From an optimization exercise on the open Yosys and OpenROAD flow, aimed at small area, a short achievable clock period and few clock cycles; shortcuts taken in it are not production practice.
At most, simulation tests tie the RTL to the original design; equivalence was not proved.
Power figures rest on the tool's default switching activity, not on a simulated workload.

==> flow/design.v <==
module ALU_standard_calculator_n_bit #(parameter n = 32)(
    input clk,
    input rst,
    input [2:0] op,
    input signed [n-1:0] a,
    input signed [n-1:0] b,
    output signed [2*n-1:0] result,
    output reg valid_result
);
    localparam W = 40;                
    reg [31:0] H, L;                  
    reg        hs;                    
    reg [31:0] A;                     
    reg        busy;                  
    reg        mmul;                  
    reg        bc;                    
    reg        sq;                    
    reg        dz;                    
    reg        dfirst;                
    reg        dneg;                  
    reg [4:0]  cnt;
    reg [5:0]  lenA, lenB;            
    reg [7:0]  mlast;
    assign result = {H | {32{hs}}, L};
    wire op_sub = (op == 3'b001);
    wire op_mul = (op == 3'b010);
    wire op_div = (op == 3'b011);
    wire op_and = (op == 3'b100);
    wire op_not = (op == 3'b111);
    wire op_log = op[2];
    wire sa = a[31];
    wire sb = b[31];
    wire [31:0] xa = a ^ {32{sa}};
    wire [31:0] xb = b ^ {32{sb}};
    wire [31:0] x1 = a ^ {32{op_div & sa}};
    wire [31:0] y1 = op[2] ? b | {32{op[1] & op[0]}} : (b ^ {32{op[0]}}) & {32{~op[1]}};
    wire        c1 = op_sub | (op_div & sa);
    wire [31:0] pg = x1 ^ y1;
    wire [31:0] gg = x1 & y1;
    wire [31:0] lg = (pg & {32{~op_and}}) | (gg & {32{~op[1]}});
    function [31:0] smear;
        input [31:0] x;
        reg [31:0] v;
        begin
            v = x;
            v = v | {1'b0, v[31:1]};
            v = v | {2'b0, v[31:2]};
            v = v | {4'b0, v[31:4]};
            v = v | {8'b0, v[31:8]};
            v = v | {16'b0, v[31:16]};
            smear = v;
        end
    endfunction
    function [5:0] smlen;
        input [31:0] m;
        reg [31:0] h;
        reg [4:0] k;
        integer i;
        begin
            h = m & ~{1'b0, m[31:1]};
            k = 5'd0;
            for (i = 0; i < 32; i = i + 1)
                k = k | (h[i] ? i[4:0] : 5'd0);
            smlen = m[0] ? {1'b0, k} + 6'd1 : 6'd0;
        end
    endfunction
    wire [31:0] smA = smear(xa);
    wire [31:0] smB = smear(xb);
    wire [31:0] smA1 = sa ? {smA[30:0], 1'b1} : smA;    
    wire early = |(smB & ~smA1);                        
    wire [6:0] mq = {1'b0, lenA} - {1'b0, lenB} + 7'd1;
    wire [7:0] mone;
    assign mone[0] = (mq == 1);
    assign mone[1] = (mq == 2);
    assign mone[2] = (mq == 3);
    assign mone[3] = (mq == 4);
    assign mone[4] = (mq == 5) || (mq == 6);
    assign mone[5] = (mq >= 7) && (mq <= 9);
    assign mone[6] = (mq >= 10) && (mq <= 12);
    assign mone[7] = (mq >= 13);
    wire [4:0] dcnt = {mone[7], mone[5] | mone[6] | mone[7], mone[4] | mone[7],      
                       mone[2] | mone[3] | mone[6] | mone[7],
                       mone[1] | mone[3] | mone[4] | mone[6] | mone[7]};
    wire [7:0] msel = dfirst ? mone : mlast;
    wire dlast = dfirst ? mone[0] : (cnt == 0);         
    wire [31:0] rinit = msel[0] ? {1'b0,  L[31:1]} :
                        msel[1] ? {2'b0,  L[31:2]} :
                        msel[2] ? {3'b0,  L[31:3]} :
                        msel[3] ? {4'b0,  L[31:4]} :
                        msel[4] ? {6'b0,  L[31:6]} :
                        msel[5] ? {9'b0,  L[31:9]} :
                        msel[6] ? {12'b0, L[31:12]} : 32'b0;
    wire dbit = |(msel & {L[31], L[11], L[8], L[5], L[3], L[2], L[1], L[0]});
    wire [31:0] mask = {{20{msel[7]}}, {3{msel[7] | msel[6]}}, {3{|msel[7:5]}},
                        {2{|msel[7:4]}}, |msel[7:3], |msel[7:2], |msel[7:1], 1'b1};
    wire [31:0] rsrc = dfirst ? rinit : H;             
    wire        rneg_ = rsrc[31];                        
    wire dstep = ~mmul & ~dneg;
    wire [8:0] mb = {L[7:0], bc};
    reg  [3:0] rone, rtwo, rneg;
    integer j;
    always @(*) begin
        for (j = 0; j < 4; j = j + 1) begin
            rone[j] = mmul & (mb[2*j+1] ^ mb[2*j]);
            rtwo[j] = mmul & ((mb[2*j+2] & ~mb[2*j+1] & ~mb[2*j]) | (~mb[2*j+2] & mb[2*j+1] & mb[2*j]));
            rneg[j] = mmul & mb[2*j+2] & ~(mb[2*j+1] & mb[2*j]);
        end
        rone[0] = rone[0] | dstep;
        rneg[0] = rneg[0] | (dstep & (~A[31] ^ rneg_));
    end
    function [33:0] bpp;              
        input one, two, neg;
        input [31:0] m;
        begin
            bpp = (one ? {m[31], m[31], m} : two ? {m[31], m, 1'b0} : 34'b0) ^ {34{neg}};
        end
    endfunction
    wire [33:0] pp0 = bpp(rone[0], rtwo[0], rneg[0], A);
    wire [33:0] pp1 = bpp(rone[1], rtwo[1], rneg[1], A);
    wire [33:0] pp2 = bpp(rone[2], rtwo[2], rneg[2], A);
    wire [33:0] pp3 = bpp(rone[3], rtwo[3], rneg[3], A);
    wire n3 = rneg[3];
    wire [33:0] hrow = dstep ? {~rsrc[31], rsrc, dbit} : {~H[31], H[31], H};
    wire [W-1:0] hr = {6'b0, hrow};
    wire [W-1:0] r0 = {6'b010101, ~pp0[33], pp0[32:0]};
    wire [W-1:0] r1 = {4'b0, ~pp1[33], pp1[32:0], n3, rneg[0]};
    wire [W-1:0] r2 = {2'b0, ~pp2[33], pp2[32:0], n3, rneg[1], n3, n3};
    wire [W-1:0] r3 = {~pp3[33], pp3[32:0], n3, rneg[2], n3, n3, n3, n3};
    wire [W-1:0] s1 = r1 ^ r2 ^ r3;
    wire [W-1:0] k1 = {((r1 & r2) | (r1 & r3) | (r2 & r3)), n3};
    wire [W-1:0] s2 = s1 ^ k1 ^ r0;
    wire [W-1:0] k2 = {((s1 & k1) | (s1 & r0) | (k1 & r0)), n3};
    wire [W-1:0] s3 = s2 ^ k2 ^ hr;
    wire [W-1:0] k3 = {((s2 & k2) | (s2 & hr) | (k2 & hr)), n3};
    wire [W-1:0] ax = busy ? s3 : {{8{x1[31] & ~op_div}}, x1};
    wire [W-1:0] ay = busy ? k3 : {{8{y1[31]}}, y1};
    wire         ac = busy ? (n3 | dneg) : c1;
    wire [W:0] sum1 = {ax, ac} + {ay, ac};              
    wire [W-1:0] sum = sum1[W:1];
    wire ge = ~sum[31];                                 
    wire [31:0] qn = {L[30:0], ge} & mask;              
    always @(posedge clk) begin
        A <= b;
        if (!busy) begin
            mmul <= op_mul;
            bc <= 1'b0;
            sq <= sa ^ sb;
            dz <= (b == 0);
            dfirst <= 1'b1;
            lenA <= smlen(smA1);
            lenB <= smlen(smB);
            cnt <= 5'd3;
            H <= 32'b0;
            hs <= op_log ? lg[31] : sum[32] & ~op[1];
            L <= op_log ? lg : sum[31:0] & {32{~(op_div & early)}};
        end else if (!valid_result) begin
            if (mmul) begin
                H <= sum[W-1:8];
                L <= {sum[7:0], L[31:8]};
                bc <= L[7];
                cnt <= cnt - 5'd1;
            end else if (dneg) begin
                H <= 32'b0;
                hs <= sum[31];
                L <= sum[31:0];
            end else begin
                dfirst <= 1'b0;
                mlast <= mone;
                H <= dlast ? (sq ? ~qn : 32'b0) : sum[31:0];
                L <= qn;
                cnt <= (dfirst ? dcnt : cnt) - 5'd1;
            end
        end
    end
    always @(posedge clk or posedge rst) begin
        if (rst) begin
            busy <= 1'b0;
            valid_result <= 1'b0;
            dneg <= 1'b0;
        end else begin
            busy <= 1'b1;
            if (!busy) begin
                valid_result <= !(op_mul || (op_div && !early));
            end else if (!valid_result) begin
                if (mmul) begin
                    if (cnt == 0) valid_result <= 1'b1;
                end else if (dneg) begin
                    valid_result <= 1'b1;
                end else if (dlast && !dz) begin
                    if (sq) dneg <= 1'b1;
                    else valid_result <= 1'b1;
                end
            end
        end
    end
endmodule
clock: 18.0 ns
lec_check: 0
cap_margin: 20
core_margin: 2
core_utilization: 40
slew_margin: 20
standard.sh (not shown) runs the stock make flow with config.mk's settings and CLKGATE_MAP_FILE= SYNTH_SCRIPT=/design/flow/synth_recipe.tcl, a recipe that flattens the netlist after the stock synthesis.
==> flow/flow/run.sh <==
#!/bin/bash
set -euo pipefail
bash standard.sh "BUFFER_PORTS_ARGS=-buffer_cell sky130_fd_sc_hd__buf_1" \
  SETUP_SLACK_MARGIN=10.5 TNS_END_PERCENT=10 finish > standard_flow.log 2>&1
Testbench counts at the start, summed over its fixed seeds: cycles 13,608.
Next try:
--- a/flow/design.v
+++ b/flow/design.v
@@ -17,25 +17,24 @@
     reg        sq;                    
     reg        dz;                    
     reg        dfirst;                
     reg        dneg;                  
     reg [4:0]  cnt;
     reg [5:0]  lenA, lenB;            
-    reg [7:0]  mlast;
     assign result = {H | {32{hs}}, L};
     wire op_sub = (op == 3'b001);
     wire op_mul = (op == 3'b010);
     wire op_div = (op == 3'b011);
     wire op_and = (op == 3'b100);
     wire op_not = (op == 3'b111);
     wire op_log = op[2];
     wire sa = a[31];
     wire sb = b[31];
     wire [31:0] xa = a ^ {32{sa}};
     wire [31:0] xb = b ^ {32{sb}};
-    wire [31:0] x1 = a ^ {32{op_div & sa}};
+    wire [31:0] x1 = op_div ? xa : a;
     wire [31:0] y1 = op[2] ? b | {32{op[1] & op[0]}} : (b ^ {32{op[0]}}) & {32{~op[1]}};
     wire        c1 = op_sub | (op_div & sa);
     wire [31:0] pg = x1 ^ y1;
     wire [31:0] gg = x1 & y1;
     wire [31:0] lg = (pg & {32{~op_and}}) | (gg & {32{~op[1]}});
     function [31:0] smear;
@@ -78,13 +77,13 @@
     assign mone[5] = (mq >= 7) && (mq <= 9);
     assign mone[6] = (mq >= 10) && (mq <= 12);
     assign mone[7] = (mq >= 13);
     wire [4:0] dcnt = {mone[7], mone[5] | mone[6] | mone[7], mone[4] | mone[7],      
                        mone[2] | mone[3] | mone[6] | mone[7],
                        mone[1] | mone[3] | mone[4] | mone[6] | mone[7]};
-    wire [7:0] msel = dfirst ? mone : mlast;
+    wire [7:0] msel = mone;
     wire dlast = dfirst ? mone[0] : (cnt == 0);         
     wire [31:0] rinit = msel[0] ? {1'b0,  L[31:1]} :
                         msel[1] ? {2'b0,  L[31:2]} :
                         msel[2] ? {3'b0,  L[31:3]} :
                         msel[3] ? {4'b0,  L[31:4]} :
                         msel[4] ? {6'b0,  L[31:6]} :
@@ -129,16 +128,15 @@
     wire [W-1:0] s1 = r1 ^ r2 ^ r3;
     wire [W-1:0] k1 = {((r1 & r2) | (r1 & r3) | (r2 & r3)), n3};
     wire [W-1:0] s2 = s1 ^ k1 ^ r0;
     wire [W-1:0] k2 = {((s1 & k1) | (s1 & r0) | (k1 & r0)), n3};
     wire [W-1:0] s3 = s2 ^ k2 ^ hr;
     wire [W-1:0] k3 = {((s2 & k2) | (s2 & hr) | (k2 & hr)), n3};
-    wire [W-1:0] ax = busy ? s3 : {{8{x1[31] & ~op_div}}, x1};
-    wire [W-1:0] ay = busy ? k3 : {{8{y1[31]}}, y1};
-    wire         ac = busy ? (n3 | dneg) : c1;
-    wire [W:0] sum1 = {ax, ac} + {ay, ac};              
+    wire [33:0] f1 = {x1[31] & ~op_div, x1, c1} + {y1[31], y1, c1};    
+    wire [32:0] fsum = f1[33:1];
+    wire [W:0] sum1 = {s3, n3 | dneg} + {k3, n3 | dneg};
     wire [W-1:0] sum = sum1[W:1];
     wire ge = ~sum[31];                                 
     wire [31:0] qn = {L[30:0], ge} & mask;              
     always @(posedge clk) begin
         A <= b;
         if (!busy) begin
@@ -148,27 +146,26 @@
             dz <= (b == 0);
             dfirst <= 1'b1;
             lenA <= smlen(smA1);
             lenB <= smlen(smB);
             cnt <= 5'd3;
             H <= 32'b0;
-            hs <= op_log ? lg[31] : sum[32] & ~op[1];
-            L <= op_log ? lg : sum[31:0] & {32{~(op_div & early)}};
+            hs <= op_log ? lg[31] : fsum[32] & ~op[1];
+            L <= op_log ? lg : fsum[31:0] & {32{~(op_div & early)}};
         end else if (!valid_result) begin
             if (mmul) begin
                 H <= sum[W-1:8];
                 L <= {sum[7:0], L[31:8]};
                 bc <= L[7];
                 cnt <= cnt - 5'd1;
             end else if (dneg) begin
                 H <= 32'b0;
                 hs <= sum[31];
                 L <= sum[31:0];
             end else begin
                 dfirst <= 1'b0;
-                mlast <= mone;
                 H <= dlast ? (sq ? ~qn : 32'b0) : sum[31:0];
                 L <= qn;
                 cnt <= (dfirst ? dcnt : cnt) - 5'd1;
             end
         end
     end
After rerunning: Design area shrinks by 4.1%. Worst hold slack got worse by 0.036 ns. Routed wire length is about the same. Sequential power shrinks by 27%. Via count shrinks by 1.8%. First-iteration DRC count grows by 22%. Die area shrinks by 1.0%. Area after synthesis shrinks by 1.1%. Register-to-register slack improved by 0.03 ns. Sequential share of layout area shrinks by 0.49 points. Sequential cell count shrinks by 8. Power shrinks by 23%.
Testbench counts after the change, summed over its fixed seeds: cycles 13,608.

* * *

RTL: the design.v shown in full above, as it stands there.
==> flow/config.mk <==
export PLATFORM = sky130hd
export DESIGN_NAME = ALU_standard_calculator_n_bit
export DESIGN_NICKNAME = ALU_standard_calculator_n_bit
export VERILOG_FILES = /design/flow/design.v
export SDC_FILE = /design/flow/constraint.sdc
export NUM_CORES = 4
export LEC_CHECK = 0
export CAP_MARGIN = 20
export CORE_MARGIN = 2
export CORE_UTILIZATION = 40
export SLEW_MARGIN = 20
==> flow/constraint.sdc <==
create_clock -name core_clock -period 18.0 [get_ports {clk}]
set_input_delay 3.6000 -clock core_clock [delete_from_list [all_inputs] [get_ports {clk}]]
set_output_delay 3.6000 -clock core_clock [all_outputs]
set_load 0.01 [all_outputs]
==> flow/flow/run.sh <==
#!/bin/bash
set -euo pipefail
bash standard.sh "BUFFER_PORTS_ARGS=-buffer_cell sky130_fd_sc_hd__buf_1" \
  SETUP_SLACK_MARGIN=12 TNS_END_PERCENT=10 finish > standard_flow.log 2>&1
Testbench counts at the start, summed over its fixed seeds: cycles 13,608.
Then changed:
--- a/flow/design.v
+++ b/flow/design.v
@@ -20,5 +20,6 @@
     reg        dneg;                  
     reg [4:0]  cnt;
-    reg [5:0]  lenA, lenB;            
+    reg [4:0]  kA, kB;                
+    reg        nzA, nzB, sar;         
     reg [7:0]  mlast;
     assign result = {H | {32{hs}}, L};
@@ -34,5 +35,5 @@
     wire [31:0] xb = b ^ {32{sb}};
     wire [31:0] x1 = a ^ {32{op_div & sa}};
-    wire [31:0] y1 = op[2] ? b | {32{op[1] & op[0]}} : (b ^ {32{op[0]}}) & {32{~op[1]}};
+    wire [31:0] y1 = (op_mul | op_div) ? 32'b0 : op_not ? 32'hffffffff : b ^ {32{op_sub}};
     wire        c1 = op_sub | (op_div & sa);
     wire [31:0] pg = x1 ^ y1;
@@ -52,5 +53,5 @@
         end
     endfunction
-    function [5:0] smlen;
+    function [4:0] smidx;
         input [31:0] m;
         reg [31:0] h;
@@ -62,5 +63,5 @@
             for (i = 0; i < 32; i = i + 1)
                 k = k | (h[i] ? i[4:0] : 5'd0);
-            smlen = m[0] ? {1'b0, k} + 6'd1 : 6'd0;
+            smidx = k;
         end
     endfunction
@@ -69,4 +70,6 @@
     wire [31:0] smA1 = sa ? {smA[30:0], 1'b1} : smA;    
     wire early = |(smB & ~smA1);                        
+    wire [5:0] lenA = nzA ? {1'b0, kA} + 6'd1 + {5'b0, sar} : {5'b0, sar};
+    wire [5:0] lenB = nzB ? {1'b0, kB} + 6'd1 : 6'd0;
     wire [6:0] mq = {1'b0, lenA} - {1'b0, lenB} + 7'd1;
     wire [7:0] mone;
@@ -138,16 +141,20 @@
     wire [W:0] sum1 = {ax, ac} + {ay, ac};              
     wire [W-1:0] sum = sum1[W:1];
-    wire ge = ~sum[31];                                 
+    wire ge = ~sum[W-1];
     wire [31:0] qn = {L[30:0], ge} & mask;              
     always @(posedge clk) begin
         A <= b;
+        mmul <= op_mul;
+        sq <= sa ^ sb;
+        dz <= (b == 0);
+        kA <= smidx(smA);
+        kB <= smidx(smB);
+        nzA <= smA[0];
+        nzB <= smB[0];
+        sar <= sa;
+        mlast <= mone;
         if (!busy) begin
-            mmul <= op_mul;
             bc <= 1'b0;
-            sq <= sa ^ sb;
-            dz <= (b == 0);
             dfirst <= 1'b1;
-            lenA <= smlen(smA1);
-            lenB <= smlen(smB);
             cnt <= 5'd3;
             H <= 32'b0;
@@ -166,5 +173,4 @@
             end else begin
                 dfirst <= 1'b0;
-                mlast <= mone;
                 H <= dlast ? (sq ? ~qn : 32'b0) : sum[31:0];
                 L <= qn;
Core utilization goes down by 1.6 points.
Fmax fell by a few percent.
Cell area fell slightly.
Worst setup slack got worse by 0.36 ns.
Wire length rises by roughly a tenth.
Count of clock-buffer cells in the layout rises by 5.
Clock power grows by a few percent.
Non-clock buffer count goes down by 20.
Sequential power goes down by a few percent.
Total power decreases by roughly a tenth.
Only the layout flow was run in the second run of this note; the RTL was not checked for function there.

-- static timing again, ports no longer ideal --
No port has a modelled driver above. Below, the same layouts with a new extraction and two added sets of constraints.
Step 1 sets driving cells, clkbuf_16 on the clock port and buf_2 on the other inputs (assumed; they add their load-dependent delay and slew).
Step 2 adds t to the input delays and takes it off the output delays; t is the mean of the earliest and latest rising clock arrival at the registers after step 1. Input paths then give back, and output paths get back, about the clock's delay inside the block.
Slacks: ideal / step 1 / step 2; pairs: ideal / step 1.
run	t, ns	setup WS [ns]	worst setup path at the end	slew at the worst register clock pin (ns)	worst slew at a driven data input, ns
the first run of note 1	0.542	10.652 / 10.676 / 10.134	input to register	0.07 / 0.07	0.07
the second run of note 1	0.504	10.703 / 10.722 / 10.230	input to register	0.07 / 0.07	0.05
the first run of note 2	0.552	11.039 / 10.934 / 10.382	input to register	0.07 / 0.07	0.19
the second run of note 2	0.546	10.676 / 10.716 / 10.170	input to register	0.07 / 0.07	0.05
After both steps every run listed still meets setup and hold. For the first run of note 2, which loses most, drivers alone change the setup slack by -0.105 ns; drivers and shift together by -0.657 ns.
